Context: an optimization exercise on an open-source flow, tuned for small area and a short achievable clock period. The choices shown serve that exercise and are no tape-out recipe.
RTL that was checked went through simulation tests only; none was proved equivalent to the original.
No functional check of the RTL was part of run 1.
Power figures rest on the tool's default switching activity, not on a simulated workload.

$ cat flow/config.mk
export PLATFORM = sky130hd
export DESIGN_NAME = nand_needle_8bit
export DESIGN_NICKNAME = nand_needle_8bit
export VERILOG_FILES = /design/flow/design.v
export SDC_FILE = /design/flow/constraint.sdc
export NUM_CORES = 4
export LEC_CHECK = 0
export ABC_AREA = 1
export CAP_MARGIN = 20
export CORE_MARGIN = 2
export CORE_UTILIZATION = 40
export CTS_BUF_LIST = sky130_fd_sc_hd__clkbuf_4 sky130_fd_sc_hd__clkbuf_8
export PLACE_DENSITY = 0.6
export SLEW_MARGIN = 20
$ cat flow/constraint.sdc
create_clock -name core_clock -period 110.0 [get_ports {clk}]
set_input_delay 22.0000 -clock core_clock [delete_from_list [all_inputs] [get_ports {clk}]]
set_output_delay 22.0000 -clock core_clock [all_outputs]
set_load 0.01 [all_outputs]
$ cat flow/design.v
`timescale 1ns / 1ps
module nand_needle_8bit (
    input  wire        clk,
    input  wire        rst_n,
    input  wire        step,
    input  wire        player_move,
    input  wire [5:0]  player_from,
    input  wire [5:0]  player_to,
    output reg  [7:0]  remainder,
    output reg  [2:0]  phase,
    output reg         slip_detected,
    output wire [7:0]  needle_mask,
    output reg  [5:0]  ai_from,
    output reg  [5:0]  ai_to,
    output reg         ai_valid
);
function [2:0] start_sq;
    input integer q;
    integer f;
    begin
        f = q % 8;
        case (q / 8)
            0: start_sq = {2'b10, (f == 2 || f == 3 || f == 5) ? 1'b1 : 1'b0};
            1: start_sq = 3'b101;
            6: start_sq = 3'b111;
            7: start_sq = {2'b11, (f == 2 || f == 3 || f == 5) ? 1'b1 : 1'b0};
            default: start_sq = 3'b000;
        endcase
    end
endfunction
function [4:0] enc_pair;
    input [2:0] a;
    input [2:0] b;
    begin
        if (a[2] & b[2])
            enc_pair = {1'b1, a[1:0], b[1:0]};
        else
            enc_pair = {1'b0, a[2], b[2], a[1:0] | b[1:0]};
    end
endfunction
function [5:0] dec_pair;    
    input [4:0] c;
    reg oa, ob;
    begin
        oa = c[4] | c[3];
        ob = c[4] | c[2];
        dec_pair = {oa, c[4] ? c[3:2] : c[1:0], ob, c[1:0]};
    end
endfunction
function [159:0] start_frame;
    input integer dummy;
    integer p;
    begin
        start_frame = 160'd0;
        for (p = 0; p < 32; p = p + 1)
            start_frame[p*5 +: 5] = enc_pair(start_sq(2*p), start_sq(2*p+1));
    end
endfunction
localparam [159:0] START = start_frame(0);
reg [159:0] slot [0:7];
reg [7:0]   fresh;
reg         st_q, mv_q;
reg [5:0]   from_q, to_q;
always @(posedge clk or negedge rst_n) begin
    if (!rst_n) begin
        st_q <= 1'b0;
        mv_q <= 1'b0;
    end else begin
        st_q <= step;
        mv_q <= player_move;
    end
end
always @(posedge clk) begin
    from_q <= player_from;
    to_q   <= player_to;
end
wire [159:0] s0_enc = fresh[0] ? START : slot[0];
wire [63:0] occ0, col0, lsb0;
genvar p;
generate
    for (p = 0; p < 32; p = p + 1) begin : dec0_gen
        wire [5:0] d = dec_pair(s0_enc[p*5 +: 5]);
        assign occ0[2*p]   = d[5];
        assign col0[2*p]   = d[4] & d[5];
        assign lsb0[2*p]   = d[3] & d[5];
        assign occ0[2*p+1] = d[2];
        assign col0[2*p+1] = d[1] & d[2];
        assign lsb0[2*p+1] = d[0] & d[2];
    end
endgenerate
wire       mv_occ = occ0[from_q];
wire       mv_col = col0[from_q];
wire       mv_lsb = lsb0[from_q];
wire [159:0] wb;
generate
    for (p = 0; p < 32; p = p + 1) begin : mv_gen
        wire [2:0] na, nb;
        wire to_a   = mv_q && to_q   == 2*p;
        wire to_b   = mv_q && to_q   == 2*p+1;
        wire from_a = mv_q && from_q == 2*p;
        wire from_b = mv_q && from_q == 2*p+1;
        assign na = to_a ? {mv_occ, mv_col, mv_lsb} : from_a ? 3'b000 :
                    {occ0[2*p], col0[2*p], lsb0[2*p]};
        assign nb = to_b ? {mv_occ, mv_col, mv_lsb} : from_b ? 3'b000 :
                    {occ0[2*p+1], col0[2*p+1], lsb0[2*p+1]};
        assign wb[p*5 +: 5] = enc_pair(na, nb);
    end
endgenerate
integer i;
always @(posedge clk) begin
    if (st_q) begin
        for (i = 0; i < 7; i = i + 1) slot[i] <= slot[i+1];
        slot[7] <= wb;
    end else begin
        slot[0] <= wb;
    end
end
always @(posedge clk or negedge rst_n) begin
    if (!rst_n) begin
        fresh <= 8'hFF;
    end else if (st_q) begin
        fresh <= {1'b0, fresh[7:1]};
    end else begin
        fresh[0] <= 1'b0;
    end
end
wire [159:0] cur_enc = st_q ? (fresh[1] ? START : slot[1]) : wb;
wire [63:0] occ, col, lsb;
generate
    for (p = 0; p < 32; p = p + 1) begin : dec_gen
        wire [5:0] d = dec_pair(cur_enc[p*5 +: 5]);
        assign occ[2*p]   = d[5];
        assign col[2*p]   = d[4] & d[5];
        assign lsb[2*p]   = d[3] & d[5];
        assign occ[2*p+1] = d[2];
        assign col[2*p+1] = d[1] & d[2];
        assign lsb[2*p+1] = d[0] & d[2];
    end
endgenerate
always @(posedge clk or negedge rst_n) begin
    if (!rst_n)
        phase <= 3'd0;
    else if (step)
        phase <= phase + 1'b1;
end
wire [7:0] probe = {lsb[0], lsb[9], lsb[18], lsb[27], lsb[36], lsb[45], lsb[54], lsb[63]};
reg  [6:0] ring0;
wire [7:0] ring_b = {ring0, remainder[0]};
always @(posedge clk or negedge rst_n) begin
    if (!rst_n) begin
        ring0     <= 7'd0;
        remainder <= 8'd0;
    end else if (step) begin
        ring0     <= ~(probe[6:0] & ring_b[6:0]);
        remainder <= ~(probe | ring_b);
    end
end
wire [2:0] fric [0:63];
reg        fz;
genvar s, dr, df;
generate
    for (s = 0; s < 64; s = s + 1) begin : fr_gen
        if ((((s / 8) + (s % 8)) % 2) == 0) begin : ev
            wire [8:0] n_occ, n_opp;
            for (dr = -1; dr <= 1; dr = dr + 1) begin : dr_l
                for (df = -1; df <= 1; df = df + 1) begin : df_l
                    localparam integer K  = (dr + 1) * 3 + (df + 1);
                    localparam integer NR = (s / 8) + dr;
                    localparam integer NF = (s % 8) + df;
                    if (!(dr == 0 && df == 0) && NR >= 0 && NR < 8 && NF >= 0 && NF < 8) begin : nb
                        assign n_occ[K] = occ[NR*8 + NF];
                        assign n_opp[K] = occ[NR*8 + NF] & (col[NR*8 + NF] ^ col[s]);
                    end else begin : nonb
                        assign n_occ[K] = 1'b0;
                        assign n_opp[K] = 1'b0;
                    end
                end
            end
            wire [3:0] sum = n_occ[0] + n_occ[1] + n_occ[2] + n_occ[3] + n_occ[5] +
                             n_occ[6] + n_occ[7] + n_occ[8] +
                             n_opp[0] + n_opp[1] + n_opp[2] + n_opp[3] + n_opp[5] +
                             n_opp[6] + n_opp[7] + n_opp[8];
            wire [2:0] fnew = ~occ[s] ? 3'd0 : sum[3] ? 3'd7 : sum[2:0];
            reg [2:0] fr;
            always @(posedge clk) begin
                if (step) fr <= fnew;
            end
            assign fric[s] = fr;
        end
    end
endgenerate
always @(posedge clk or negedge rst_n) begin
    if (!rst_n)     fz <= 1'b1;
    else if (step)  fz <= 1'b0;
end
wire [5:0] ray_s [0:31];
wire [3:0] ray_l [0:31];
function [5:0] smask;
    input integer m;
    begin
        smask = (1 << $clog2(7 * m + 1)) - 1;
    end
endfunction
function [3:0] lmask;
    input integer m;
    begin
        lmask = (1 << $clog2(m + 1)) - 1;
    end
endfunction
wire [5:0] U_s [0:8];
wire [3:0] U_l [0:8];
wire [5:0] D_s [0:8];
wire [3:0] D_l [0:8];
assign U_s[8] = 6'd0;
assign U_l[8] = 4'd0;
assign D_s[0] = 6'd0;
assign D_l[0] = 4'd0;
genvar k, j;
generate
    for (k = 0; k < 8; k = k + 1) begin : diag
        assign U_s[k]   = occ[9*k] ? 6'd0 : (U_s[k+1] + fric[9*k]) & smask(8 - k);
        assign U_l[k]   = occ[9*k] ? 4'd0 : (U_l[k+1] + 4'd1)      & lmask(8 - k);
        assign D_s[k+1] = occ[9*k] ? 6'd0 : (D_s[k] + fric[9*k])   & smask(k + 1);
        assign D_l[k+1] = occ[9*k] ? 4'd0 : (D_l[k] + 4'd1)        & lmask(k + 1);
        assign ray_s[0*8 + k] = U_s[k];
        assign ray_l[0*8 + k] = U_l[k];
        assign ray_s[3*8 + k] = D_s[k+1];
        assign ray_l[3*8 + k] = D_l[k+1];
    end
    for (k = 0; k < 8; k = k + 1) begin : anti
        for (dr = 1; dr <= 2; dr = dr + 1) begin : ad
            localparam integer DR = (dr == 1) ? 1 : -1;
            localparam integer DF = -DR;
            localparam integer ML = ((k < 7 - k) ? k : 7 - k) + 1;    
            wire [5:0] cs [0:ML];
            wire [3:0] cl [0:ML];
            assign cs[ML] = 6'd0;
            assign cl[ML] = 4'd0;
            for (j = 0; j < ML; j = j + 1) begin : st
                localparam integer SQ = (k + j*DR) * 8 + (k + j*DF);
                assign cs[j] = occ[SQ] ? 6'd0 : (cs[j+1] + fric[SQ]) & smask(ML - j);
                assign cl[j] = occ[SQ] ? 4'd0 : (cl[j+1] + 4'd1)     & lmask(ML - j);
            end
            assign ray_s[dr*8 + k] = cs[0];
            assign ray_l[dr*8 + k] = cl[0];
        end
    end
endgenerate
function [2:0] cdiv;
    input [5:0] sm;
    input integer c;
    begin
        cdiv = (sm >= 7*c) ? 3'd7 : (sm >= 6*c) ? 3'd6 : (sm >= 5*c) ? 3'd5 :
               (sm >= 4*c) ? 3'd4 : (sm >= 3*c) ? 3'd3 : (sm >= 2*c) ? 3'd2 :
               (sm >= c)   ? 3'd1 : 3'd0;
    end
endfunction
function [2:0] qdiv;
    input [5:0] sm;
    input [3:0] ln;
    reg q2, q1, q0;
    reg [5:0] r1;
    reg [4:0] r2;
    begin
        q2 = sm[5:2] >= ln;
        r1 = q2 ? sm - {ln, 2'b00} : sm;
        q1 = r1[4:1] >= ln;
        r2 = q1 ? r1[4:0] - {ln, 1'b0} : r1[4:0];
        q0 = r2[3:0] >= ln;
        qdiv = {q2, q1, q0};
    end
endfunction
function [2:0] qt2;
    input [3:0] sm;
    input [1:0] ln;
    begin
        case ({ln, sm})
            6'd0: qt2 = 3'd7;
            6'd16: qt2 = 3'd0;
            6'd17: qt2 = 3'd1;
            6'd18: qt2 = 3'd2;
            6'd19: qt2 = 3'd3;
            6'd20: qt2 = 3'd4;
            6'd21: qt2 = 3'd5;
            6'd22: qt2 = 3'd6;
            6'd23: qt2 = 3'd7;
            6'd32: qt2 = 3'd0;
            6'd33: qt2 = 3'd0;
            6'd34: qt2 = 3'd1;
            6'd35: qt2 = 3'd1;
            6'd36: qt2 = 3'd2;
            6'd37: qt2 = 3'd2;
            6'd38: qt2 = 3'd3;
            6'd39: qt2 = 3'd3;
            6'd40: qt2 = 3'd4;
            6'd41: qt2 = 3'd4;
            6'd42: qt2 = 3'd5;
            6'd43: qt2 = 3'd5;
            6'd44: qt2 = 3'd6;
            6'd45: qt2 = 3'd6;
            6'd46: qt2 = 3'd7;
            default: qt2 = 3'bxxx;    
        endcase
    end
endfunction
function [2:0] qt3;
    input [4:0] sm;
    input [1:0] ln;
    begin
        case ({ln, sm})
            7'd0: qt3 = 3'd7;
            7'd32: qt3 = 3'd0;
            7'd33: qt3 = 3'd1;
            7'd34: qt3 = 3'd2;
            7'd35: qt3 = 3'd3;
            7'd36: qt3 = 3'd4;
            7'd37: qt3 = 3'd5;
            7'd38: qt3 = 3'd6;
            7'd39: qt3 = 3'd7;
            7'd64: qt3 = 3'd0;
            7'd65: qt3 = 3'd0;
            7'd66: qt3 = 3'd1;
            7'd67: qt3 = 3'd1;
            7'd68: qt3 = 3'd2;
            7'd69: qt3 = 3'd2;
            7'd70: qt3 = 3'd3;
            7'd71: qt3 = 3'd3;
            7'd72: qt3 = 3'd4;
            7'd73: qt3 = 3'd4;
            7'd74: qt3 = 3'd5;
            7'd75: qt3 = 3'd5;
            7'd76: qt3 = 3'd6;
            7'd77: qt3 = 3'd6;
            7'd78: qt3 = 3'd7;
            7'd96: qt3 = 3'd0;
            7'd97: qt3 = 3'd0;
            7'd98: qt3 = 3'd0;
            7'd99: qt3 = 3'd1;
            7'd100: qt3 = 3'd1;
            7'd101: qt3 = 3'd1;
            7'd102: qt3 = 3'd2;
            7'd103: qt3 = 3'd2;
            7'd104: qt3 = 3'd2;
            7'd105: qt3 = 3'd3;
            7'd106: qt3 = 3'd3;
            7'd107: qt3 = 3'd3;
            7'd108: qt3 = 3'd4;
            7'd109: qt3 = 3'd4;
            7'd110: qt3 = 3'd4;
            7'd111: qt3 = 3'd5;
            7'd112: qt3 = 3'd5;
            7'd113: qt3 = 3'd5;
            7'd114: qt3 = 3'd6;
            7'd115: qt3 = 3'd6;
            7'd116: qt3 = 3'd6;
            7'd117: qt3 = 3'd7;
            default: qt3 = 3'bxxx;    
        endcase
    end
endfunction
function [2:0] qt4;
    input [4:0] sm;
    input [2:0] ln;
    begin
        case ({ln, sm})
            8'd0: qt4 = 3'd7;
            8'd32: qt4 = 3'd0;
            8'd33: qt4 = 3'd1;
            8'd34: qt4 = 3'd2;
            8'd35: qt4 = 3'd3;
            8'd36: qt4 = 3'd4;
            8'd37: qt4 = 3'd5;
            8'd38: qt4 = 3'd6;
            8'd39: qt4 = 3'd7;
            8'd64: qt4 = 3'd0;
            8'd65: qt4 = 3'd0;
            8'd66: qt4 = 3'd1;
            8'd67: qt4 = 3'd1;
            8'd68: qt4 = 3'd2;
            8'd69: qt4 = 3'd2;
            8'd70: qt4 = 3'd3;
            8'd71: qt4 = 3'd3;
            8'd72: qt4 = 3'd4;
            8'd73: qt4 = 3'd4;
            8'd74: qt4 = 3'd5;
            8'd75: qt4 = 3'd5;
            8'd76: qt4 = 3'd6;
            8'd77: qt4 = 3'd6;
            8'd78: qt4 = 3'd7;
            8'd96: qt4 = 3'd0;
            8'd97: qt4 = 3'd0;
            8'd98: qt4 = 3'd0;
            8'd99: qt4 = 3'd1;
            8'd100: qt4 = 3'd1;
            8'd101: qt4 = 3'd1;
            8'd102: qt4 = 3'd2;
            8'd103: qt4 = 3'd2;
            8'd104: qt4 = 3'd2;
            8'd105: qt4 = 3'd3;
            8'd106: qt4 = 3'd3;
            8'd107: qt4 = 3'd3;
            8'd108: qt4 = 3'd4;
            8'd109: qt4 = 3'd4;
            8'd110: qt4 = 3'd4;
            8'd111: qt4 = 3'd5;
            8'd112: qt4 = 3'd5;
            8'd113: qt4 = 3'd5;
            8'd114: qt4 = 3'd6;
            8'd115: qt4 = 3'd6;
            8'd116: qt4 = 3'd6;
            8'd117: qt4 = 3'd7;
            8'd128: qt4 = 3'd0;
            8'd129: qt4 = 3'd0;
            8'd130: qt4 = 3'd0;
            8'd131: qt4 = 3'd0;
            8'd132: qt4 = 3'd1;
            8'd133: qt4 = 3'd1;
            8'd134: qt4 = 3'd1;
            8'd135: qt4 = 3'd1;
            8'd136: qt4 = 3'd2;
            8'd137: qt4 = 3'd2;
            8'd138: qt4 = 3'd2;
            8'd139: qt4 = 3'd2;
            8'd140: qt4 = 3'd3;
            8'd141: qt4 = 3'd3;
            8'd142: qt4 = 3'd3;
            8'd143: qt4 = 3'd3;
            8'd144: qt4 = 3'd4;
            8'd145: qt4 = 3'd4;
            8'd146: qt4 = 3'd4;
            8'd147: qt4 = 3'd4;
            8'd148: qt4 = 3'd5;
            8'd149: qt4 = 3'd5;
            8'd150: qt4 = 3'd5;
            8'd151: qt4 = 3'd5;
            8'd152: qt4 = 3'd6;
            8'd153: qt4 = 3'd6;
            8'd154: qt4 = 3'd6;
            8'd155: qt4 = 3'd6;
            8'd156: qt4 = 3'd7;
            default: qt4 = 3'bxxx;    
        endcase
    end
endfunction
function [2:0] qt5;
    input [5:0] sm;
    input [2:0] ln;
    begin
        case ({ln, sm})
            9'd0: qt5 = 3'd7;
            9'd64: qt5 = 3'd0;
            9'd65: qt5 = 3'd1;
            9'd66: qt5 = 3'd2;
            9'd67: qt5 = 3'd3;
            9'd68: qt5 = 3'd4;
            9'd69: qt5 = 3'd5;
            9'd70: qt5 = 3'd6;
            9'd71: qt5 = 3'd7;
            9'd128: qt5 = 3'd0;
            9'd129: qt5 = 3'd0;
            9'd130: qt5 = 3'd1;
            9'd131: qt5 = 3'd1;
            9'd132: qt5 = 3'd2;
            9'd133: qt5 = 3'd2;
            9'd134: qt5 = 3'd3;
            9'd135: qt5 = 3'd3;
            9'd136: qt5 = 3'd4;
            9'd137: qt5 = 3'd4;
            9'd138: qt5 = 3'd5;
            9'd139: qt5 = 3'd5;
            9'd140: qt5 = 3'd6;
            9'd141: qt5 = 3'd6;
            9'd142: qt5 = 3'd7;
            9'd192: qt5 = 3'd0;
            9'd193: qt5 = 3'd0;
            9'd194: qt5 = 3'd0;
            9'd195: qt5 = 3'd1;
            9'd196: qt5 = 3'd1;
            9'd197: qt5 = 3'd1;
            9'd198: qt5 = 3'd2;
            9'd199: qt5 = 3'd2;
            9'd200: qt5 = 3'd2;
            9'd201: qt5 = 3'd3;
            9'd202: qt5 = 3'd3;
            9'd203: qt5 = 3'd3;
            9'd204: qt5 = 3'd4;
            9'd205: qt5 = 3'd4;
            9'd206: qt5 = 3'd4;
            9'd207: qt5 = 3'd5;
            9'd208: qt5 = 3'd5;
            9'd209: qt5 = 3'd5;
            9'd210: qt5 = 3'd6;
            9'd211: qt5 = 3'd6;
            9'd212: qt5 = 3'd6;
            9'd213: qt5 = 3'd7;
            9'd256: qt5 = 3'd0;
            9'd257: qt5 = 3'd0;
            9'd258: qt5 = 3'd0;
            9'd259: qt5 = 3'd0;
            9'd260: qt5 = 3'd1;
            9'd261: qt5 = 3'd1;
            9'd262: qt5 = 3'd1;
            9'd263: qt5 = 3'd1;
            9'd264: qt5 = 3'd2;
            9'd265: qt5 = 3'd2;
            9'd266: qt5 = 3'd2;
            9'd267: qt5 = 3'd2;
            9'd268: qt5 = 3'd3;
            9'd269: qt5 = 3'd3;
            9'd270: qt5 = 3'd3;
            9'd271: qt5 = 3'd3;
            9'd272: qt5 = 3'd4;
            9'd273: qt5 = 3'd4;
            9'd274: qt5 = 3'd4;
            9'd275: qt5 = 3'd4;
            9'd276: qt5 = 3'd5;
            9'd277: qt5 = 3'd5;
            9'd278: qt5 = 3'd5;
            9'd279: qt5 = 3'd5;
            9'd280: qt5 = 3'd6;
            9'd281: qt5 = 3'd6;
            9'd282: qt5 = 3'd6;
            9'd283: qt5 = 3'd6;
            9'd284: qt5 = 3'd7;
            9'd320: qt5 = 3'd0;
            9'd321: qt5 = 3'd0;
            9'd322: qt5 = 3'd0;
            9'd323: qt5 = 3'd0;
            9'd324: qt5 = 3'd0;
            9'd325: qt5 = 3'd1;
            9'd326: qt5 = 3'd1;
            9'd327: qt5 = 3'd1;
            9'd328: qt5 = 3'd1;
            9'd329: qt5 = 3'd1;
            9'd330: qt5 = 3'd2;
            9'd331: qt5 = 3'd2;
            9'd332: qt5 = 3'd2;
            9'd333: qt5 = 3'd2;
            9'd334: qt5 = 3'd2;
            9'd335: qt5 = 3'd3;
            9'd336: qt5 = 3'd3;
            9'd337: qt5 = 3'd3;
            9'd338: qt5 = 3'd3;
            9'd339: qt5 = 3'd3;
            9'd340: qt5 = 3'd4;
            9'd341: qt5 = 3'd4;
            9'd342: qt5 = 3'd4;
            9'd343: qt5 = 3'd4;
            9'd344: qt5 = 3'd4;
            9'd345: qt5 = 3'd5;
            9'd346: qt5 = 3'd5;
            9'd347: qt5 = 3'd5;
            9'd348: qt5 = 3'd5;
            9'd349: qt5 = 3'd5;
            9'd350: qt5 = 3'd6;
            9'd351: qt5 = 3'd6;
            9'd352: qt5 = 3'd6;
            9'd353: qt5 = 3'd6;
            9'd354: qt5 = 3'd6;
            9'd355: qt5 = 3'd7;
            default: qt5 = 3'bxxx;    
        endcase
    end
endfunction
function [2:0] qt6;
    input [5:0] sm;
    input [2:0] ln;
    begin
        case ({ln, sm})
            9'd0: qt6 = 3'd7;
            9'd64: qt6 = 3'd0;
            9'd65: qt6 = 3'd1;
            9'd66: qt6 = 3'd2;
            9'd67: qt6 = 3'd3;
            9'd68: qt6 = 3'd4;
            9'd69: qt6 = 3'd5;
            9'd70: qt6 = 3'd6;
            9'd71: qt6 = 3'd7;
            9'd128: qt6 = 3'd0;
            9'd129: qt6 = 3'd0;
            9'd130: qt6 = 3'd1;
            9'd131: qt6 = 3'd1;
            9'd132: qt6 = 3'd2;
            9'd133: qt6 = 3'd2;
            9'd134: qt6 = 3'd3;
            9'd135: qt6 = 3'd3;
            9'd136: qt6 = 3'd4;
            9'd137: qt6 = 3'd4;
            9'd138: qt6 = 3'd5;
            9'd139: qt6 = 3'd5;
            9'd140: qt6 = 3'd6;
            9'd141: qt6 = 3'd6;
            9'd142: qt6 = 3'd7;
            9'd192: qt6 = 3'd0;
            9'd193: qt6 = 3'd0;
            9'd194: qt6 = 3'd0;
            9'd195: qt6 = 3'd1;
            9'd196: qt6 = 3'd1;
            9'd197: qt6 = 3'd1;
            9'd198: qt6 = 3'd2;
            9'd199: qt6 = 3'd2;
            9'd200: qt6 = 3'd2;
            9'd201: qt6 = 3'd3;
            9'd202: qt6 = 3'd3;
            9'd203: qt6 = 3'd3;
            9'd204: qt6 = 3'd4;
            9'd205: qt6 = 3'd4;
            9'd206: qt6 = 3'd4;
            9'd207: qt6 = 3'd5;
            9'd208: qt6 = 3'd5;
            9'd209: qt6 = 3'd5;
            9'd210: qt6 = 3'd6;
            9'd211: qt6 = 3'd6;
            9'd212: qt6 = 3'd6;
            9'd213: qt6 = 3'd7;
            9'd256: qt6 = 3'd0;
            9'd257: qt6 = 3'd0;
            9'd258: qt6 = 3'd0;
            9'd259: qt6 = 3'd0;
            9'd260: qt6 = 3'd1;
            9'd261: qt6 = 3'd1;
            9'd262: qt6 = 3'd1;
            9'd263: qt6 = 3'd1;
            9'd264: qt6 = 3'd2;
            9'd265: qt6 = 3'd2;
            9'd266: qt6 = 3'd2;
            9'd267: qt6 = 3'd2;
            9'd268: qt6 = 3'd3;
            9'd269: qt6 = 3'd3;
            9'd270: qt6 = 3'd3;
            9'd271: qt6 = 3'd3;
            9'd272: qt6 = 3'd4;
            9'd273: qt6 = 3'd4;
            9'd274: qt6 = 3'd4;
            9'd275: qt6 = 3'd4;
            9'd276: qt6 = 3'd5;
            9'd277: qt6 = 3'd5;
            9'd278: qt6 = 3'd5;
            9'd279: qt6 = 3'd5;
            9'd280: qt6 = 3'd6;
            9'd281: qt6 = 3'd6;
            9'd282: qt6 = 3'd6;
            9'd283: qt6 = 3'd6;
            9'd284: qt6 = 3'd7;
            9'd320: qt6 = 3'd0;
            9'd321: qt6 = 3'd0;
            9'd322: qt6 = 3'd0;
            9'd323: qt6 = 3'd0;
            9'd324: qt6 = 3'd0;
            9'd325: qt6 = 3'd1;
            9'd326: qt6 = 3'd1;
            9'd327: qt6 = 3'd1;
            9'd328: qt6 = 3'd1;
            9'd329: qt6 = 3'd1;
            9'd330: qt6 = 3'd2;
            9'd331: qt6 = 3'd2;
            9'd332: qt6 = 3'd2;
            9'd333: qt6 = 3'd2;
            9'd334: qt6 = 3'd2;
            9'd335: qt6 = 3'd3;
            9'd336: qt6 = 3'd3;
            9'd337: qt6 = 3'd3;
            9'd338: qt6 = 3'd3;
            9'd339: qt6 = 3'd3;
            9'd340: qt6 = 3'd4;
            9'd341: qt6 = 3'd4;
            9'd342: qt6 = 3'd4;
            9'd343: qt6 = 3'd4;
            9'd344: qt6 = 3'd4;
            9'd345: qt6 = 3'd5;
            9'd346: qt6 = 3'd5;
            9'd347: qt6 = 3'd5;
            9'd348: qt6 = 3'd5;
            9'd349: qt6 = 3'd5;
            9'd350: qt6 = 3'd6;
            9'd351: qt6 = 3'd6;
            9'd352: qt6 = 3'd6;
            9'd353: qt6 = 3'd6;
            9'd354: qt6 = 3'd6;
            9'd355: qt6 = 3'd7;
            9'd384: qt6 = 3'd0;
            9'd385: qt6 = 3'd0;
            9'd386: qt6 = 3'd0;
            9'd387: qt6 = 3'd0;
            9'd388: qt6 = 3'd0;
            9'd389: qt6 = 3'd0;
            9'd390: qt6 = 3'd1;
            9'd391: qt6 = 3'd1;
            9'd392: qt6 = 3'd1;
            9'd393: qt6 = 3'd1;
            9'd394: qt6 = 3'd1;
            9'd395: qt6 = 3'd1;
            9'd396: qt6 = 3'd2;
            9'd397: qt6 = 3'd2;
            9'd398: qt6 = 3'd2;
            9'd399: qt6 = 3'd2;
            9'd400: qt6 = 3'd2;
            9'd401: qt6 = 3'd2;
            9'd402: qt6 = 3'd3;
            9'd403: qt6 = 3'd3;
            9'd404: qt6 = 3'd3;
            9'd405: qt6 = 3'd3;
            9'd406: qt6 = 3'd3;
            9'd407: qt6 = 3'd3;
            9'd408: qt6 = 3'd4;
            9'd409: qt6 = 3'd4;
            9'd410: qt6 = 3'd4;
            9'd411: qt6 = 3'd4;
            9'd412: qt6 = 3'd4;
            9'd413: qt6 = 3'd4;
            9'd414: qt6 = 3'd5;
            9'd415: qt6 = 3'd5;
            9'd416: qt6 = 3'd5;
            9'd417: qt6 = 3'd5;
            9'd418: qt6 = 3'd5;
            9'd419: qt6 = 3'd5;
            9'd420: qt6 = 3'd6;
            9'd421: qt6 = 3'd6;
            9'd422: qt6 = 3'd6;
            9'd423: qt6 = 3'd6;
            9'd424: qt6 = 3'd6;
            9'd425: qt6 = 3'd6;
            9'd426: qt6 = 3'd7;
            default: qt6 = 3'bxxx;    
        endcase
    end
endfunction
wire [31:0] rv;
wire [2:0]  rq [0:31];
genvar n;
generate
    for (n = 0; n < 32; n = n + 1) begin : qg
        localparam integer D  = n / 8;
        localparam integer K  = n % 8;
        localparam integer ML = (D == 0) ? 8 - K : (D == 3) ? K + 1 :
                                ((K < 7 - K) ? K : 7 - K) + 1;
        assign rv[n] = ray_l[n] != 4'd0;
        if (ML == 1) begin : q1
            assign rq[n] = ray_s[n][2:0];
        end else if (ML == 2) begin : q2
            assign rq[n] = qt2(ray_s[n][3:0], ray_l[n][1:0]);
        end else if (ML == 3) begin : q3
            assign rq[n] = qt3(ray_s[n][4:0], ray_l[n][1:0]);
        end else if (ML == 4) begin : q4
            assign rq[n] = qt4(ray_s[n][4:0], ray_l[n][2:0]);
        end else if (ML == 5) begin : q5
            assign rq[n] = qt5(ray_s[n][5:0], ray_l[n][2:0]);
        end else if (ML == 6) begin : q6
            assign rq[n] = qt6(ray_s[n][5:0], ray_l[n][2:0]);
        end else begin : qr
            assign rq[n] = qdiv(ray_s[n], ray_l[n]);
        end
    end
endgenerate
reg [2:0]  mn;
reg [31:0] cand;
reg        anyv;
reg [3:0]  dir4;
always @(*) begin
    cand = rv;
    anyv = |rv;
    for (integer b = 2; b >= 0; b = b - 1) begin
        reg [31:0] bits;
        for (integer m = 0; m < 32; m = m + 1) bits[m] = rq[m][b];
        mn[b] = ~|(cand & ~bits);
        cand = cand & ~(bits ^ {32{mn[b]}});
    end
    if (fz) begin
        mn = 3'd0;
        cand = rv;
    end
    dir4[0] = |cand[7:0];
    dir4[1] = ~dir4[0] & |cand[15:8];
    dir4[2] = ~dir4[0] & ~dir4[1] & |cand[23:16];
    dir4[3] = ~dir4[0] & ~dir4[1] & ~dir4[2] & |cand[31:24];
end
reg [3:0] prev_e, curr_e;
reg [3:0] mask4;
wire [3:0] min_e = anyv ? {1'b0, mn} : 4'd12;
wire slip_now = ({1'b0, curr_e} + 5'd2) <= {1'b0, prev_e};
always @(posedge clk or negedge rst_n) begin
    if (!rst_n) begin
        prev_e        <= 4'd10;
        curr_e        <= 4'd10;
        slip_detected <= 1'b0;
        mask4         <= 4'd0;
    end else if (step) begin
        curr_e <= min_e;
        prev_e <= curr_e;
        if (slip_now) begin
            slip_detected <= 1'b1;
            mask4         <= dir4;
        end
    end
end
assign needle_mask = {4'd0, mask4};
always @(posedge clk or negedge rst_n) begin
    if (!rst_n) begin
        ai_from  <= 6'd0;
        ai_to    <= 6'd0;
        ai_valid <= 1'b0;
    end else if (step && slip_detected) begin
        ai_from  <= remainder[7:2];
        ai_to    <= remainder[7:2] + {2'b00, mask4};
        ai_valid <= 1'b1;
    end else begin
        ai_valid <= 1'b0;
    end
end
endmodule
$ cat flow/run.sh
#!/bin/bash
# synth_recipe.tcl (not shown) runs the flow's synth.tcl, then flattens the netlist and writes it again
# the make line also repeats each setting of config.mk as NAME=value (left out here)
make -C /OpenROAD-flow-scripts/flow DESIGN_CONFIG=/design/flow/config.mk WORK_HOME=/design/flow/orfs CLKGATE_MAP_FILE= SYNTH_SCRIPT=/design/flow/synth_recipe.tcl finish
==> results of run 1 <==
-- cells in the final DEF (no fill, tap or decap), types with 18 or more instances in the layout --
cell and instances:
a21oi_1 246, a22oi_1 58, a31oi_1 45, buf_4 101
bufinv_16 19, clkbuf_4 76, clkbuf_8 255, clkdlybuf4s50_1 42
clkinv_1 55, clkinv_2 27, dfrtp_1 41, dfxtp_1 172
edfxtp_1 1216, fa_1 305, ha_1 303, inv_1 1242
inv_2 79, nand2_1 1799, nand2_2 27, nand3_1 384
nand3b_1 23, nand4_1 78, nor2_1 747, nor2_2 20
nor2_4 18, nor3_1 77, o211ai_1 47, o21a_1 20
o21ai_0 480, o21ai_1 83, o221ai_1 32, o22ai_1 42
o31ai_1 46, or2_2 35, xnor2_1 20, xor2_1 103
-- power by group through the flow --
stage          clock [mW]  sequential [mW]  combinational (mW)
2_1_floorplan           0            0.768               0.920
3_3_place_gp            0            0.756                1.19
3_5_place_dp            0            0.758                1.24
4_1_cts             0.531            0.748                1.25
5_1_grt             0.552            0.754                1.45
6_report            0.516            0.748                1.25
-- per-layer routing --
metal | routed length [um] | share of wire
met2 | 102000 | 0.43
met4 | 12300 | 0.052
met1 | 103000 | 0.44
met5 | 20 | 0.000085
met3 | 18200 | 0.077
-- how the worst min path moves through the flow --
stage            startpoint            to
3_3_place_gp   slot[4][151]  slot[3][151]
3_5_place_dp   slot[2][108]  slot[1][108]
5_1_grt         slot[2][11]   slot[1][11]
6_report        slot[2][68]   slot[1][68]
4_1_cts         slot[2][11]   slot[1][11]
2_1_floorplan    slot[2][0]    slot[1][0]
-- registers in the layout, indices dropped and copies added, names as in the netlist, 7 cells and up --
| name | cells |
|---|---|
| fr_gen.ev.fr | 96 |
| ring0 | 7 |
| fresh | 8 |
| remainder | 8 |
| slot | 1280 |
-- cell families after synthesis --
family,share of synthesized area
mux,0.000380
buf+inv,0.0753
simple gates,0.174
flops,0.524
compound gates,0.0879
xor+xnor,0.0136
fa+ha+maj,0.125
other cells,0.0000475
-- per-stage QoR --
step / hold WS [ns] / setup WS, ns
finish: 0.371 / 85.96
floorplan: 0.400 / 75.11
global route: 0.371 / 85.83
detailed placement: 0.405 / 86.12
global placement: 0.400 / 86.18
CTS: 0.363 / 85.80
-- Yosys cell counts (78+ instances only) --
library cell     n
nand2_1       1799
dfxtp_1        172
nand3_1        384
clkbuf_1        88
ha_1           303
o21ai_1         83
inv_1         1242
a21oi_1        246
fa_1           305
xor2_1         103
inv_2           79
nor2_1         748
edfxtp_1      1216
nand4_1         78
o21ai_0        480
-- area by class of cell --
type | instances | share of cell area
multi-input combinational | 5192 | 0.361
antenna | 7 | 0.000199
clock buffer | 330 | 0.0463
tap | 2640 | 0.0376
inverter | 1332 | 0.0569
timing repair buffer | 149 | 0.0144
clock inverter | 114 | 0.0138
sequential | 1443 | 0.470
==> flow_summary.json, run 1 <==
{
  "status": "complete, no violations",
  "power_frac_seq": 0.297,
  "num_vias": 58400,
  "cts_root_buf": "clkbuf_8",
  "final_area_um2": 88000,
  "port-buffer-count": 44,
  "min_path_cells": 0,
  "drive_gt1_frac": 0.0871,
  "skew_ns": 0.0755,
  "yosys.area.top_type": "edfxtp_1",
  "grt_overflow": 0,
  "fin_tns_setup_ns": 0,
  "cts_max_level": 4,
  "leakage_nw": 38.6,
  "fin_util": 0.447,
  "finalNetCount": 8976,
  "grt_pass1_vias": 55800,
  "fp.dieW_um": 448,
  "syn_area_per_cell_um2": 9.68,
  "total_power_mw": 2.51,
  "dpl-instance-area_um2": 82600,
  "cp.arrival_ns": 2.04,
  "grt_use_total": 0.232,
  "setup_viol": 0,
  "insertion_delay_ns": 1.05,
  "drt-total-wl_mm": 236,
  "synth_top_flop_cell": "edfxtp_1",
  "wire_per_inst_um": 21.0,
  "fmax_mhz": 41.6,
  "met3_usage": 0.0471,
  "core_area_um2": 197000,
  "grt_use_met2": 0.348,
  "clkPwrFrac": 0.205,
  "cts_tree": "yes",
  "synthToLayoutAreaGrowth_pct": 11.4,
  "synth_edf_count": 1216,
  "start_util": 0.401,
  "finalHoldViolations": 0,
  "crit_chain": "clkdlybuf4s50_1",
  "antenna_left": 0,
  "cp.required_ns": 88.00,
  "synthCells": 8152,
  "min-delay-path-class": "register to register",
  "multiInputGateArea_um2": 31700,
  "ys_warn_count": 2,
  "synthTopCellsByArea": "edfxtp_1 46%, nand2_1 8.6%, fa_1 7.7%, inv_1 5.9%, ha_1 4.8%",
  "rrSetupSlack_ns": 90.69,
  "clkTransAtPathRegs_ns": 0.06,
  "rsz0062_at_grt": "false",
  "dp_cells": 10800,
  "die_area_um2": 201000,
  "antenna_found_initial": 7,
  "critical_path_class": "register to primary output",
  "async_flop_share": 0.0381,
  "worst_pin_slew_ns": 1.29,
  "cp_top_family": "buffers and inverters",
  "drt_iter0_drc": 6302,
  "cts_buffers": 234,
  "avgViaCountPerCell": 5.21,
  "net-switching-power_mw": 1.04,
  "maxSlewHeadroom": 0.132,
  "p_per_area_nw_per_um2": 28.6,
  "cp_num_cells": 1,
  "use_met1": 0.319,
  "r2r_start": "fresh[0]",
  "startpoint_type": "register",
  "grt_max_degree": 157,
  "drc_errors": 0,
  "cts_setup_buffers": 0,
  "cts_num_sinks": 1443,
  "crit_end": "needle_mask[2]",
  "crit_path_start": "mask4[2]",
  "slowest_stage": "clkdlybuf4s50_1",
  "synth.distinct_cells": 74,
  "row_count": 163,
  "die_h_um": 448,
  "dp_hpwl_mm": 177,
  "ys_seq_area_frac": 0.524,
  "switching_share": 0.415,
  "crit_buf_inv": 1,
  "cts_resized": 0,
  "cap_violations": 0,
  "io_pins": 49,
  "grt.busiest_layer": "met2",
  "ys_seq_elements": 1443,
  "p_int_mw": 1.47,
  "synth_top_cell_area_share": 0.463,
  "power.ir.vdd_worst_mv": 0.0211,
  "critPathMaxFanout": 3,
  "firstDrtPassIters": 9,
  "drv_slew": 0,
  "r2r_end": "mask4[3]",
  "period_needed_ns": 24.04,
  "finalWeightedCongestion": 1.01,
  "finalCritPeriodShare": 0.219,
  "slowest_delay_ns": 0.58,
  "cts_hold_buf": 0,
  "combPwrFrac": 0.497,
  "r2r.worst_path.cells": 94,
  "fill_cells": 18600,
  "end_kind": "primary output",
  "cts.path.max_buffers": 3,
  "grt_pass1_wl_mm": 348,
  "synth.cell_area_um2": 78900,
  "stdcell_count": 11200,
  "ff_latch_area_um2": 41400
}
==> run 2: changes to the inputs <==
--- a/flow/design.v
+++ b/flow/design.v
@@ -126,3 +126,3 @@
 end
-wire [159:0] cur_enc = st_q ? (fresh[1] ? START : slot[1]) : wb;
+wire [63:0] occ1, col1, lsb1;
 wire [63:0] occ, col, lsb;
@@ -130,9 +130,13 @@
     for (p = 0; p < 32; p = p + 1) begin : dec_gen
-        wire [5:0] d = dec_pair(cur_enc[p*5 +: 5]);
-        assign occ[2*p]   = d[5];
-        assign col[2*p]   = d[4] & d[5];
-        assign lsb[2*p]   = d[3] & d[5];
-        assign occ[2*p+1] = d[2];
-        assign col[2*p+1] = d[1] & d[2];
-        assign lsb[2*p+1] = d[0] & d[2];
+        wire [2:0] sa = start_sq(2*p);
+        wire [2:0] sb = start_sq(2*p+1);
+        wire [5:0] d = fresh[1] ? {sa, sb} : dec_pair(slot[1][p*5 +: 5]);
+        assign occ1[2*p]   = d[5];
+        assign col1[2*p]   = d[4] & d[5];
+        assign lsb1[2*p]   = d[3] & d[5];
+        assign occ1[2*p+1] = d[2];
+        assign col1[2*p+1] = d[1] & d[2];
+        assign lsb1[2*p+1] = d[0] & d[2];
+        assign {occ[2*p], col[2*p], lsb[2*p]} = st_q ? {occ1[2*p], col1[2*p], lsb1[2*p]} : mv_gen[p].na;
+        assign {occ[2*p+1], col[2*p+1], lsb[2*p+1]} = st_q ? {occ1[2*p+1], col1[2*p+1], lsb1[2*p+1]} : mv_gen[p].nb;
     end
@@ -197,2 +201,11 @@
 wire [3:0] ray_l [0:31];
+function integer nbits;    
+    input integer x;
+    integer b;
+    begin
+        nbits = 0;
+        for (b = 0; b < 31; b = b + 1)
+            if ((x >> b) != 0) nbits = b + 1;
+    end
+endfunction
 function [5:0] smask;
@@ -200,3 +213,3 @@
     begin
-        smask = (1 << $clog2(7 * m + 1)) - 1;
+        smask = (1 << nbits(7 * m)) - 1;
     end
@@ -206,3 +219,45 @@
     begin
-        lmask = (1 << $clog2(m + 1)) - 1;
+        lmask = (1 << nbits(m)) - 1;
+    end
+endfunction
+function [5:0] radd;
+    input [5:0] a;
+    input [2:0] b;
+    reg c;
+    reg [5:0] bb;
+    integer t;
+    begin
+        bb = {3'b000, b};
+        c = 1'b0;
+        for (t = 0; t < 6; t = t + 1) begin
+            radd[t] = a[t] ^ bb[t] ^ c;
+            c = (a[t] & bb[t]) | (c & (a[t] ^ bb[t]));
+        end
+    end
+endfunction
+function [3:0] rinc;
+    input [3:0] a;
+    input t;
+    reg c;
+    integer u;
+    begin
+        c = t;
+        for (u = 0; u < 4; u = u + 1) begin
+            rinc[u] = a[u] ^ c;
+            c = a[u] & c;
+        end
+    end
+endfunction
+function [4:0] rsub4;
+    input [3:0] a;
+    input [3:0] b;
+    reg w;
+    integer u;
+    begin
+        w = 1'b0;
+        for (u = 0; u < 4; u = u + 1) begin
+            rsub4[u] = a[u] ^ b[u] ^ w;
+            w = (~a[u] & b[u]) | (w & ~(a[u] ^ b[u]));
+        end
+        rsub4[4] = ~w;
     end
@@ -220,6 +275,6 @@
     for (k = 0; k < 8; k = k + 1) begin : diag
-        assign U_s[k]   = occ[9*k] ? 6'd0 : (U_s[k+1] + fric[9*k]) & smask(8 - k);
-        assign U_l[k]   = occ[9*k] ? 4'd0 : (U_l[k+1] + 4'd1)      & lmask(8 - k);
-        assign D_s[k+1] = occ[9*k] ? 6'd0 : (D_s[k] + fric[9*k])   & smask(k + 1);
-        assign D_l[k+1] = occ[9*k] ? 4'd0 : (D_l[k] + 4'd1)        & lmask(k + 1);
+        assign U_s[k]   = occ[9*k] ? 6'd0 : radd(U_s[k+1], fric[9*k]) & smask(8 - k);
+        assign U_l[k]   = occ[9*k] ? 4'd0 : rinc(U_l[k+1], 1'b1)      & lmask(8 - k);
+        assign D_s[k+1] = occ[9*k] ? 6'd0 : radd(D_s[k], fric[9*k])   & smask(k + 1);
+        assign D_l[k+1] = occ[9*k] ? 4'd0 : rinc(D_l[k], 1'b1)        & lmask(k + 1);
         assign ray_s[0*8 + k] = U_s[k];
@@ -234,13 +289,19 @@
             localparam integer ML = ((k < 7 - k) ? k : 7 - k) + 1;    
+            wire [ML-1:0] t;
             wire [5:0] cs [0:ML];
             wire [3:0] cl [0:ML];
-            assign cs[ML] = 6'd0;
-            assign cl[ML] = 4'd0;
+            assign cs[0] = 6'd0;
+            assign cl[0] = 4'd0;
             for (j = 0; j < ML; j = j + 1) begin : st
                 localparam integer SQ = (k + j*DR) * 8 + (k + j*DF);
-                assign cs[j] = occ[SQ] ? 6'd0 : (cs[j+1] + fric[SQ]) & smask(ML - j);
-                assign cl[j] = occ[SQ] ? 4'd0 : (cl[j+1] + 4'd1)     & lmask(ML - j);
+                if (j == 0) begin : t0
+                    assign t[j] = ~occ[SQ];
+                end else begin : tj
+                    assign t[j] = t[j-1] & ~occ[SQ];
+                end
+                assign cs[j+1] = radd(cs[j], (t[j] ? fric[SQ] : 3'd0)) & smask(j + 1);
+                assign cl[j+1] = rinc(cl[j], t[j]) & lmask(j + 1);
             end
-            assign ray_s[dr*8 + k] = cs[0];
-            assign ray_l[dr*8 + k] = cl[0];
+            assign ray_s[dr*8 + k] = cs[ML];
+            assign ray_l[dr*8 + k] = cl[ML];
         end
@@ -260,12 +321,12 @@
     input [3:0] ln;
-    reg q2, q1, q0;
-    reg [5:0] r1;
-    reg [4:0] r2;
-    begin
-        q2 = sm[5:2] >= ln;
-        r1 = q2 ? sm - {ln, 2'b00} : sm;
-        q1 = r1[4:1] >= ln;
-        r2 = q1 ? r1[4:0] - {ln, 1'b0} : r1[4:0];
-        q0 = r2[3:0] >= ln;
-        qdiv = {q2, q1, q0};
+    reg [4:0] d1, d2, d3;
+    reg [4:0] r1;
+    reg [3:0] r2;
+    begin
+        d1 = rsub4(sm[5:2], ln);
+        r1 = {d1[4] ? d1[2:0] : sm[4:2], sm[1:0]};
+        d2 = rsub4(r1[4:1], ln);
+        r2 = {d2[4] ? d2[2:0] : r1[3:1], r1[0]};
+        d3 = rsub4(r2, ln);
+        qdiv = {d1[4], d2[4], d3[4]};
     end
==> flow/flow/run.sh (new file) <==
#!/bin/bash
# The standard layout (standard.sh: standard synthesis and ORFS flow),
# with one change: the port buffers that buffer_ports inserts are buf_4
# cells instead of the slow delay cell it picks by default.
set -euo pipefail
export BUFFER_PORTS_ARGS="-buffer_cell sky130_fd_sc_hd__buf_4"
bash standard.sh finish > standard_flow.log 2>&1
==> flow/standard.sh (new file) <==
#!/bin/bash
# synth_recipe.tcl (not shown) runs the flow's synth.tcl, then flattens the netlist and writes it again
# the make line also repeats each setting of config.mk as NAME=value (left out here)
make -C /OpenROAD-flow-scripts/flow DESIGN_CONFIG=/design/flow/config.mk WORK_HOME=/design/flow/orfs CLKGATE_MAP_FILE= SYNTH_SCRIPT=/design/flow/synth_recipe.tcl "${@:-finish}"
--- a/flow/config.mk
+++ b/flow/config.mk
@@ -10,5 +10,6 @@
 export CORE_MARGIN = 2
-export CORE_UTILIZATION = 40
-export CTS_BUF_LIST = sky130_fd_sc_hd__clkbuf_4 sky130_fd_sc_hd__clkbuf_8
-export PLACE_DENSITY = 0.6
-export SLEW_MARGIN = 20
+export CORE_UTILIZATION = 60
+export CTS_CLUSTER_DIAMETER = 80
+export CTS_CLUSTER_SIZE = 20
+export PLACE_DENSITY = 0.7
+export SLEW_MARGIN = 80
removed: flow/run.sh
==> run 2 against run 1 <==
Critical endpoint is now remainder[6]. Hold slack improved by 0.027 ns. Combinational power decreased by 22%. Count of clock-buffer cells in the layout shrank 185.
==> flow_summary.json, run 2 <==
{
  "grt_pass1_wl_mm": 349,
  "antenna_left": 0,
  "r2r_start": "fresh[0]",
  "multiInputGateArea_um2": 33300,
  "finalCritPeriodShare": 0.212,
  "synth_top_cell_area_share": 0.474,
  "dp_cells": 9517,
  "drt_iter0_drc": 6691,
  "io_pins": 49,
  "hold_start": "slot[6][8]",
  "num_vias": 58100,
  "row_count": 131,
  "drv_slew": 0,
  "synth-compound-area-share": 0.104,
  "r2r_end": "mask4[3]",
  "clkTransAtPathRegs_ns": 0.08,
  "synth_edf_count": 1216,
  "yosysMostFrequentCell": "nand2_1",
  "cts_buffers": 92,
  "grt_overflow": 0,
  "synth_common_cells": "1503 x nand2_1, 1308 x inv_1, 1216 x edfxtp_1",
  "crit_chain": "buf_4",
  "regMostFlops": "slot",
  "fin_tns_setup_ns": 0,
  "critical_path_class": "register to primary output",
  "ff_latch_area_um2": 41400,
  "p_per_area_nw_per_um2": 23.2,
  "port-buffer-count": 44,
  "fmax_mhz": 42.8,
  "cts.path.max_buffers": 3,
  "dp_hpwl_mm": 179,
  "async_flop_share": 0.0381,
  "ys_seq_elements": 1443,
  "synth_top_flop_cell": "edfxtp_1",
  "r2r.worst_path.cells": 80,
  "whs_ns": 0.398,
  "die_h_um": 363,
  "grt_pass1_vias": 56000,
  "synth.distinct_cells": 73,
  "insertion_delay_ns": 0.77,
  "cts_max_level": 3,
  "cp_top_family": "flip-flops",
  "finalHoldViolations": 0,
  "fill_cells": 9182,
  "slowest_stage": "dfrtp_1",
  "power.ir.vdd_worst_mv": 0.0197,
  "stdcell_count": 9725,
  "ys_warn_count": 2,
  "synthAdderAreaFrac": 0.131,
  "rrSetupSlack_ns": 94.87,
  "ys_seq_area_frac": 0.536,
  "slowest_delay_ns": 0.44,
  "cts_tree": "yes",
  "start_util": 0.605,
  "yosys.area.top_type": "edfxtp_1",
  "period_needed_ns": 23.36,
  "min_path_cells": 0,
  "synthTopCellsByArea": "edfxtp_1 47%, fa_1 9.2%, nand2_1 7.3%, inv_1 6.4%, dfxtp_1 4.5%",
  "finalWeightedCongestion": 1.04,
  "cts_setup_buffers": 0,
  "antenna_found_initial": 5,
  "cap_violations": 0,
  "fin_util": 0.701,
  "wire_per_inst_um": 24.4,
  "end_kind": "primary output",
  "min_to": "slot[5][8]",
  "cp.required_ns": 88.00,
  "die_area_um2": 131000,
  "muxShareOfSynthArea": 0.000795,
  "grt_use_total": 0.359,
  "leakage_nw": 37.8,
  "synth-xor-area-share": 0.0103,
  "cp.arrival_ns": 1.36,
  "yosys.area_share.simple": 0.141,
  "cts_resized": 0,
  "synthToLayoutAreaGrowth_pct": 16.0,
  "setup_viol": 0,
  "status": "complete, no violations",
  "cts_hold_buf": 0,
  "avgViaCountPerCell": 5.98,
  "drc_errors": 0,
  "drt-total-wl_mm": 237,
  "crit_buf_inv": 1,
  "reg_top3": "slot: 1280 flops, fr_gen.ev.fr: 96 flops",
  "grt_max_degree": 40,
  "final_cell_mix": "1479 x nand2_1, 1251 x inv_1, 1216 x edfxtp_1",
  "synth_top_family_by_area": "simple AND/OR/NAND/NOR gates",
  "core_area_um2": 128000,
  "skew_ns": 0.0712,
  "finalNetCount": 8592,
  "drive_gt1_frac": 0.154,
  "startpoint_type": "register",
  "rsz0062_at_grt": "false",
  "cts_root_buf": "clkbuf_16",
  "firstDrtPassIters": 7,
  "min-delay-path-class": "register to register",
  "synthCells": 7678,
  "final_common_cell": "nand2_1",
  "total_power_mw": 2.07,
  "syn_area_per_cell_um2": 10.0,
  "cts_num_sinks": 1443,
  "critPathMaxFanout": 5,
  "synth.cell_area_um2": 77100,
  "largest_reg_flops": 1280,
  "fp.dieW_um": 363
}
==> run 2: worst register-to-register path, delay by kind of cell (launching register included) <==
kind	cells	cell delay (ns)
DFF	1	0.53
buffers and inverters	18	2.61
adders and majority gates	11	4.47
xor gates and xnor gates	1	0.15
and+or+nand+nor	46	6.67
AOI/OAI and AO/OA	4	0.70
==> run 2: final cells by class <==
cell class / count / share of cell area
Tap cell: 1662 / 0.0232
Clock inverter: 28 / 0.00505
Inverter: 1352 / 0.0579
Antenna cell: 3 / 0.0000839
Clock buffer: 145 / 0.0284
Timing Repair Buffer: 389 / 0.0503
Sequential cell: 1443 / 0.462
Multi-Input combinational cell: 4703 / 0.373
==> run 2: cells by family (layout without fill, tap and decap cells) <==
kind of cell / after synthesis / count (layout)
AO/OA/AOI/OAI: 1382 / 1382
XOR/XNOR: 91 / 91
adder cells (fa/ha/maj): 596 / 596
buffers and inverters: 1535 / 1914
flip-flops: 1443 / 1443
multiplexers: 6 / 6
other: 1 / 7
AND/OR/NAND/NOR: 2624 / 2624
==> run 2: worst max path at each step <==
stage	start	to	depth (start not counted)
2_1_floorplan	st_q	mask4[1]	65
6_report	remainder[6]	remainder[6]	1
3_3_place_gp	step	ai_to[5]	7
3_5_place_dp	step	mask4[2]	13
4_1_cts	remainder[5]	remainder[5]	1
5_1_grt	remainder[6]	remainder[6]	1
==> run 2: report_power, final <==
group	switching (mW)	internal, mW	total [mW]
logic	0.600	0.381	0.981
registers	0.0338	0.695	0.728
clock network	0.192	0.171	0.364
total	0.827	1.25	2.07
==> run 2: routing by layer <==
metal,global-route usage,wire length (um),up-vias,part of all wire
li1,-,-,26200,-
met1,0.487,93500,28200,0.39
met2,0.536,103000,2939,0.44
met3,0.0711,22400,697,0.095
met4,0.226,17900,6,0.075
met5,0,39,-,0.00016
==> run 2: per-stage QoR <==
stage / cell area, um^2 / setup slack (ns)
2_1_floorplan: 77100 / 69.08
3_3_place_gp: 79700 / 85.54
3_5_place_dp: 85300 / 86.07
4_1_cts: 88300 / 86.60
5_1_grt: 89400 / 86.59
6_report: 89500 / 86.64
==> run 3: changes to the inputs <==
--- a/flow/config.mk
+++ b/flow/config.mk
@@ -14,2 +14,2 @@
 export PLACE_DENSITY = 0.7
-export SLEW_MARGIN = 80
+export SLEW_MARGIN = 20
==> run 3 against run 2 <==
Total power is 4.2% lower. Register-to-register slack got worse by 2.2 ns. Sequential power about the same. Count of clock-buffer cells in the layout is 5 higher. Flip-flop and latch count is the same. Combinational power down 9.4%. Final cell count is 2.2% lower. First-iteration DRC count shrank 0.93%. Hold slack worse by 0.025 ns. Utilization decreased by 5.2 points. Largest cell class unchanged. Routed wire length is 4.1% lower.
==> flow_summary.json, run 3 <==
{
  "r2r_start": "from_q[0]",
  "total_power_mw": 1.99,
  "wire_per_inst_um": 23.9,
  "synth-xor-area-share": 0.0103,
  "drive_gt1_frac": 0.0603,
  "startpoint_type": "input pin",
  "min-delay-path-class": "register to register",
  "multiInputGateArea_um2": 29900,
  "antenna_found_initial": 8,
  "synth_top_flop_cell": "edfxtp_1",
  "whs_ns": 0.373,
  "grt_use_total": 0.346,
  "fp.dieW_um": 363,
  "finalHoldViolations": 0,
  "critPathMaxFanout": 78,
  "antenna_left": 0,
  "power.ir.vdd_worst_mv": 0.0162,
  "drc_errors": 0,
  "synth_top_cell_area_share": 0.474,
  "cts.path.max_buffers": 3,
  "die_area_um2": 131000,
  "cts_num_sinks": 1443,
  "r2r.worst_path.cells": 71,
  "skew_ns": 0.0840,
  "synth-compound-area-share": 0.104,
  "die_h_um": 363,
  "final_area_um2": 82800,
  "synth.distinct_cells": 73,
  "async_flop_share": 0.0381,
  "drv_slew": 0,
  "critical_path_class": "input pin to register",
  "cts_hold_buf": 0,
  "maxSlewHeadroom": 0.134,
  "row_count": 131,
  "insertion_delay_ns": 0.78,
  "fill_cells": 10000,
  "fin_ws_ns": 86.26,
  "cts_max_level": 3,
  "ff_latch_area_um2": 41400,
  "clkTransAtPathRegs_ns": 0.08,
  "dp_cells": 9328,
  "synthAdderAreaFrac": 0.131,
  "yosys.area_share.simple": 0.141,
  "fin_tns_setup_ns": 0,
  "worst_pin_slew_ns": 1.29,
  "drt-total-wl_mm": 227,
  "finalWeightedCongestion": 1.04,
  "grt_overflow": 0,
  "synth_top_family_by_area": "simple AND/OR/NAND/NOR gates",
  "min_to": "slot[5][8]",
  "yosys.area.top_type": "edfxtp_1",
  "clkPwrFrac": 0.185,
  "largest_reg_flops": 1280,
  "hold_start": "slot[6][8]",
  "grt_max_degree": 176,
  "rsz0062_at_grt": "false",
  "dp_hpwl_mm": 170,
  "synthTopCellsByArea": "edfxtp_1 47%, fa_1 9.2%, nand2_1 7.3%, inv_1 6.4%, dfxtp_1 4.5%",
  "synth.cell_area_um2": 77100,
  "setup_viol": 0,
  "grt_pass1_vias": 53900,
  "period_needed_ns": 23.74,
  "status": "complete, no violations",
  "dp_slack_ns": 85.50,
  "reg_top3": "slot: 1280 flops, fr_gen.ev.fr: 96 flops",
  "drt_iter0_drc": 6629,
  "stdcell_count": 9510,
  "rrSetupSlack_ns": 92.63,
  "end_kind": "register",
  "power_frac_seq": 0.368,
  "cp.required_ns": 110.65,
  "num_vias": 56200,
  "r2r_end": "mask4[3]",
  "net-switching-power_uw": 787,
  "dpl-instance-area_um2": 79700,
  "finalCritPeriodShare": 0.216,
  "cts_setup_buffers": 0,
  "start_util": 0.605,
  "grt_pass1_wl_mm": 336,
  "final_cell_mix": "1503 x nand2_1, 1307 x inv_1, 1216 x edfxtp_1",
  "fin_util": 0.649,
  "cp.arrival_ns": 24.39,
  "yosysMostFrequentCell": "nand2_1",
  "ys_warn_count": 2,
  "p_per_area_nw_per_um2": 24.0,
  "cts_root_buf": "clkbuf_16",
  "cap_violations": 0,
  "cts_resized": 0,
  "cts_buffers": 93,
  "ys_seq_area_frac": 0.536,
  "avgViaCountPerCell": 5.90,
  "min_path_cells": 0,
  "synth_common_cells": "1503 x nand2_1, 1308 x inv_1, 1216 x edfxtp_1",
  "io_pins": 49,
  "muxShareOfSynthArea": 0.000795,
  "ys_seq_elements": 1443,
  "firstDrtPassIters": 10,
  "final_common_cell": "nand2_1",
  "cts_tree": "yes",
  "synthToLayoutAreaGrowth_pct": 7.36,
  "synthCells": 7678,
  "synth_edf_count": 1216,
  "p_int_mw": 1.20,
  "core_area_um2": 128000,
  "regMostFlops": "slot",
  "finalNetCount": 8372,
  "port-buffer-count": 44,
  "syn_area_per_cell_um2": 10.0,
  "leakage_nw": 35.5,
  "fmax_mhz": 42.1,
  "combPwrFrac": 0.447,
  "switching_share": 0.396
}
==> run 3: layout make-up <==
type / instances / area share
clock buffers: 150 / 0.0315
diodes: 6 / 0.000181
repair buffers: 168 / 0.0156
multi-input cells: 4703 / 0.361
flip-flops and latches: 1443 / 0.500
well taps: 1662 / 0.0251
inverters: 1352 / 0.0614
clock inverters: 26 / 0.00582
==> run 3: worst max path at each step <==
stage	start	end	slack (ns)	cells after the start
final	step	ai_to[5]	86.26	7
after global routing	step	mask4[2]	86.07	10
after CTS	step	ai_to[5]	86.30	7
after detailed placement	step	ai_to[5]	85.50	7
after global placement	step	ai_to[5]	85.54	7
after floorplan	st_q	mask4[1]	69.08	65
==> run 3: layer usage <==
metal	vias up	global-route usage	part of all wire
met1	27100	0.480	0.41
met4	4	0.203	0.070
li1	25700	-	-
met3	567	0.0654	0.090
met2	2782	0.514	0.43
met5	-	0	0.00011
==> run 3: worst max-delay path: stages <==
cell	delay [ns]
buf_6	0.50
buf_4	0.60
nand2_1	0.48
clkinv_1	0.32
nand2_1	0.10
o211ai_1	0.10
nand2_1	0.08
==> run 3: cells by family (layout without fill, tap and decap cells) <==
logic type | Yosys count | in the layout
simple gates | 2624 | 2624
mux | 6 | 6
other cells | 1 | 10
xor+xnor | 91 | 91
flops | 1443 | 1443
buf+inv | 1535 | 1696
compound gates | 1382 | 1382
fa+ha+maj | 596 | 596
==> run 3: power groups by stage <==
stage               clock [mW]  sequential, mW  combinational [mW]
floorplan                    0           0.751               0.631
global placement             0           0.739               0.833
detailed placement           0           0.741               0.870
CTS                      0.375           0.731               0.878
global route             0.391           0.737                1.00
finish                   0.367           0.731               0.889
==> run 4: changes to the inputs <==
--- a/flow/config.mk
+++ b/flow/config.mk
@@ -14,2 +14,2 @@
 export PLACE_DENSITY = 0.7
-export SLEW_MARGIN = 20
+export SLEW_MARGIN = 60
==> run 4 against run 3 <==
Still clean on timing, DRC and antenna. Final area is 0.85% higher. Combinational power is 0.7% higher. Clock power hardly changed. Critical path type unchanged. Largest cell class unchanged.
==> flow_summary.json, run 4 <==
{
  "combPwrFrac": 0.449,
  "startpoint_type": "input pin",
  "fin_tns_setup_ns": 0,
  "cp.required_ns": 110.63,
  "fp.dieW_um": 363,
  "finalCritPeriodShare": 0.213,
  "cp.arrival_ns": 24.07,
  "switching_share": 0.397,
  "cts_hold_buf": 0,
  "drc_errors": 0,
  "port-buffer-count": 44,
  "insertion_delay_ns": 0.78,
  "cts_root_buf": "clkbuf_16",
  "skew_ns": 0.0800,
  "clkTransAtPathRegs_ns": 0.08,
  "synth.distinct_cells": 73,
  "min-delay-path-class": "register to register",
  "num_vias": 56600,
  "drt_iter0_drc": 6790,
  "leakage_nw": 35.8,
  "rsz0062_at_grt": "false",
  "core_area_um2": 128000,
  "finalWeightedCongestion": 1.04,
  "antenna_left": 0,
  "ys_warn_count": 2,
  "grt_pass1_vias": 54100,
  "cap_violations": 0,
  "die_h_um": 363,
  "final_cell_mix": "1498 x nand2_1, 1303 x inv_1, 1216 x edfxtp_1",
  "grt_use_total": 0.349,
  "synth_edf_count": 1216,
  "critPathMaxFanout": 50,
  "finalNetCount": 8385,
  "async_flop_share": 0.0381,
  "syn_area_per_cell_um2": 10.0,
  "p_int_mw": 1.20,
  "drive_gt1_frac": 0.0708,
  "fin_ws_ns": 86.55,
  "io_pins": 49,
  "avgViaCountPerCell": 5.94,
  "fin_util": 0.655,
  "cts_buffers": 93,
  "yosysMostFrequentCell": "nand2_1",
  "ys_seq_elements": 1443,
  "synth_common_cells": "1503 x nand2_1, 1308 x inv_1, 1216 x edfxtp_1",
  "drt-total-wl_mm": 231,
  "synthToLayoutAreaGrowth_pct": 8.27,
  "cts_resized": 0,
  "dp_slack_ns": 85.59,
  "synth_top_cell_area_share": 0.474,
  "cts_max_level": 3,
  "clkPwrFrac": 0.184,
  "start_util": 0.605,
  "worst_pin_slew_ns": 0.664,
  "power.ir.vdd_worst_mv": 0.0198,
  "end_kind": "register",
  "final_common_cell": "nand2_1",
  "synthTopCellsByArea": "edfxtp_1 47%, fa_1 9.2%, nand2_1 7.3%, inv_1 6.4%, dfxtp_1 4.5%",
  "synth_top_flop_cell": "edfxtp_1",
  "critical_path_class": "input pin to register",
  "dpl-instance-area_um2": 80300,
  "whs_ns": 0.388,
  "setup_viol": 0,
  "finalHoldViolations": 0,
  "wire_per_inst_um": 24.2,
  "row_count": 131,
  "firstDrtPassIters": 6,
  "drv_slew": 0,
  "dp_hpwl_mm": 171,
  "fmax_mhz": 42.7,
  "final_area_um2": 83500,
  "regMostFlops": "slot",
  "period_needed_ns": 23.45,
  "cts_setup_buffers": 0,
  "power_frac_seq": 0.367,
  "maxSlewHeadroom": 0.552,
  "grt_max_degree": 89,
  "net-switching-power_uw": 793,
  "die_area_um2": 131000,
  "cts.path.max_buffers": 3,
  "status": "complete, no violations",
  "cts_num_sinks": 1443,
  "largest_reg_flops": 1280,
  "synth.cell_area_um2": 77100,
  "antenna_found_initial": 7,
  "grt_pass1_wl_mm": 338,
  "grt_overflow": 0,
  "p_per_area_nw_per_um2": 23.9,
  "synthCells": 7678,
  "reg_top3": "slot: 1280 flops, fr_gen.ev.fr: 96 flops",
  "ys_seq_area_frac": 0.536,
  "cts_tree": "yes",
  "yosys.area.top_type": "edfxtp_1"
}
==> run 4: cells by family after synthesis <==
logic type / after synthesis / synth area share
and+or+nand+nor: 2624 / 0.141
buffers and inverters: 1535 / 0.0768
DFF: 1443 / 0.536
AOI/OAI and AO/OA: 1382 / 0.104
adders and majority gates: 596 / 0.131
xor gates and xnor gates: 91 / 0.0103
muxes: 6 / 0.000795
other: 1 / 0.0000486
==> run 4: metal layers <==
layer / track usage / up-vias / wire length, um
li1: - / 25800 / -
met1: 0.480 / 27400 / 93200
met2: 0.521 / 2859 / 100000
met3: 0.0698 / 566 / 21500
met4: 0.197 / 2 / 15300
met5: 0 / - / 10
==> run 4: worst paths after layout <==
path | from | endpoint | slack, ns | cells past startpoint
worst max register to register | from_q[0] | mask4[3] | 93.27 | 72
worst min register to register | slot[4][110] | slot[3][110] | 0.39 | 0
worst min-delay path | slot[4][110] | slot[3][110] | 0.39 | 0
min in group asynchronous | rst_n | remainder[3] | 21.23 | 1
worst max-delay path | step | ai_to[5] | 86.55 | 8
max in group asynchronous | rst_n | fresh[0] | 88.38 | 1
==> run 4: final cells by class <==
type / count / area, um^2
Fill cell: 9981 / 44000
Sequential cell: 1443 / 41400
Multi-Input combinational cell: 4703 / 30200
Inverter: 1352 / 5090
Clock buffer: 143 / 2550
Tap cell: 1662 / 2080
Timing Repair Buffer: 181 / 1700
Clock inverter: 30 / 489
Antenna cell: 3 / 7.51
==> run 4: power groups by stage <==
stage	combinational, mW	sequential [mW]	clock [mW]
after detailed placement	0.874	0.741	0
final	0.895	0.732	0.367
after global routing	1.01	0.738	0.390
after floorplan	0.631	0.751	0
after CTS	0.884	0.731	0.372
after global placement	0.833	0.739	0
==> run 4: metrics by stage <==
| step | std cells | power (mW) |
|---|---|---|
| global placement | 9328 | 1.57 |
| detailed placement | 9335 | 1.62 |
| finish | 9517 | 1.99 |
| CTS | 9508 | 1.99 |
| floorplan | 7681 | 1.38 |
| global route | 9514 | 2.14 |
==> run 4: critical path, stage by stage <==
cell	delay (ns)
buf_8	0.25
buf_16	0.29
buf_6	0.40
nand2_1	0.42
clkinv_1	0.31
nand2_1	0.10
o211ai_1	0.11
nand2_1	0.08

-- afterwards: timing with drivers on the ports --
How much do the figures lean on ideal ports? The routed layouts below were timed once more, with nothing changed but the port constraints. Step 1 sets driving cells, clkbuf_16 on the clock port and buf_2 on the other inputs (assumed; they add their load-dependent delay and slew). Step 2 also shifts input and output timing later by t, the mid clock arrival at the registers, as if the neighbouring blocks saw the same clock. Three values: ideal, step 1, step 2; two values: the first two.
run | t, ns | slack for setup (ns) | worst register clock-pin slew, ns | worst slew at a driven data input, ns
run 1 | 1.092 | 85.955 / 85.873 / 86.118 | 0.08 / 0.08 | 0.04
run 2 | 0.816 | 86.638 / 86.556 / 86.055 | 0.10 / 0.10 | 0.08
run 3 | 0.821 | 86.259 / 86.275 / 85.454 | 0.10 / 0.10 | 0.06
run 4 | 0.817 | 86.553 / 86.555 / 85.738 | 0.10 / 0.10 | 0.07
After both steps every run listed still meets setup and hold. The setup slack of run 4, which loses most, moves by +0.002 ns with the drivers and by -0.815 ns with both steps.
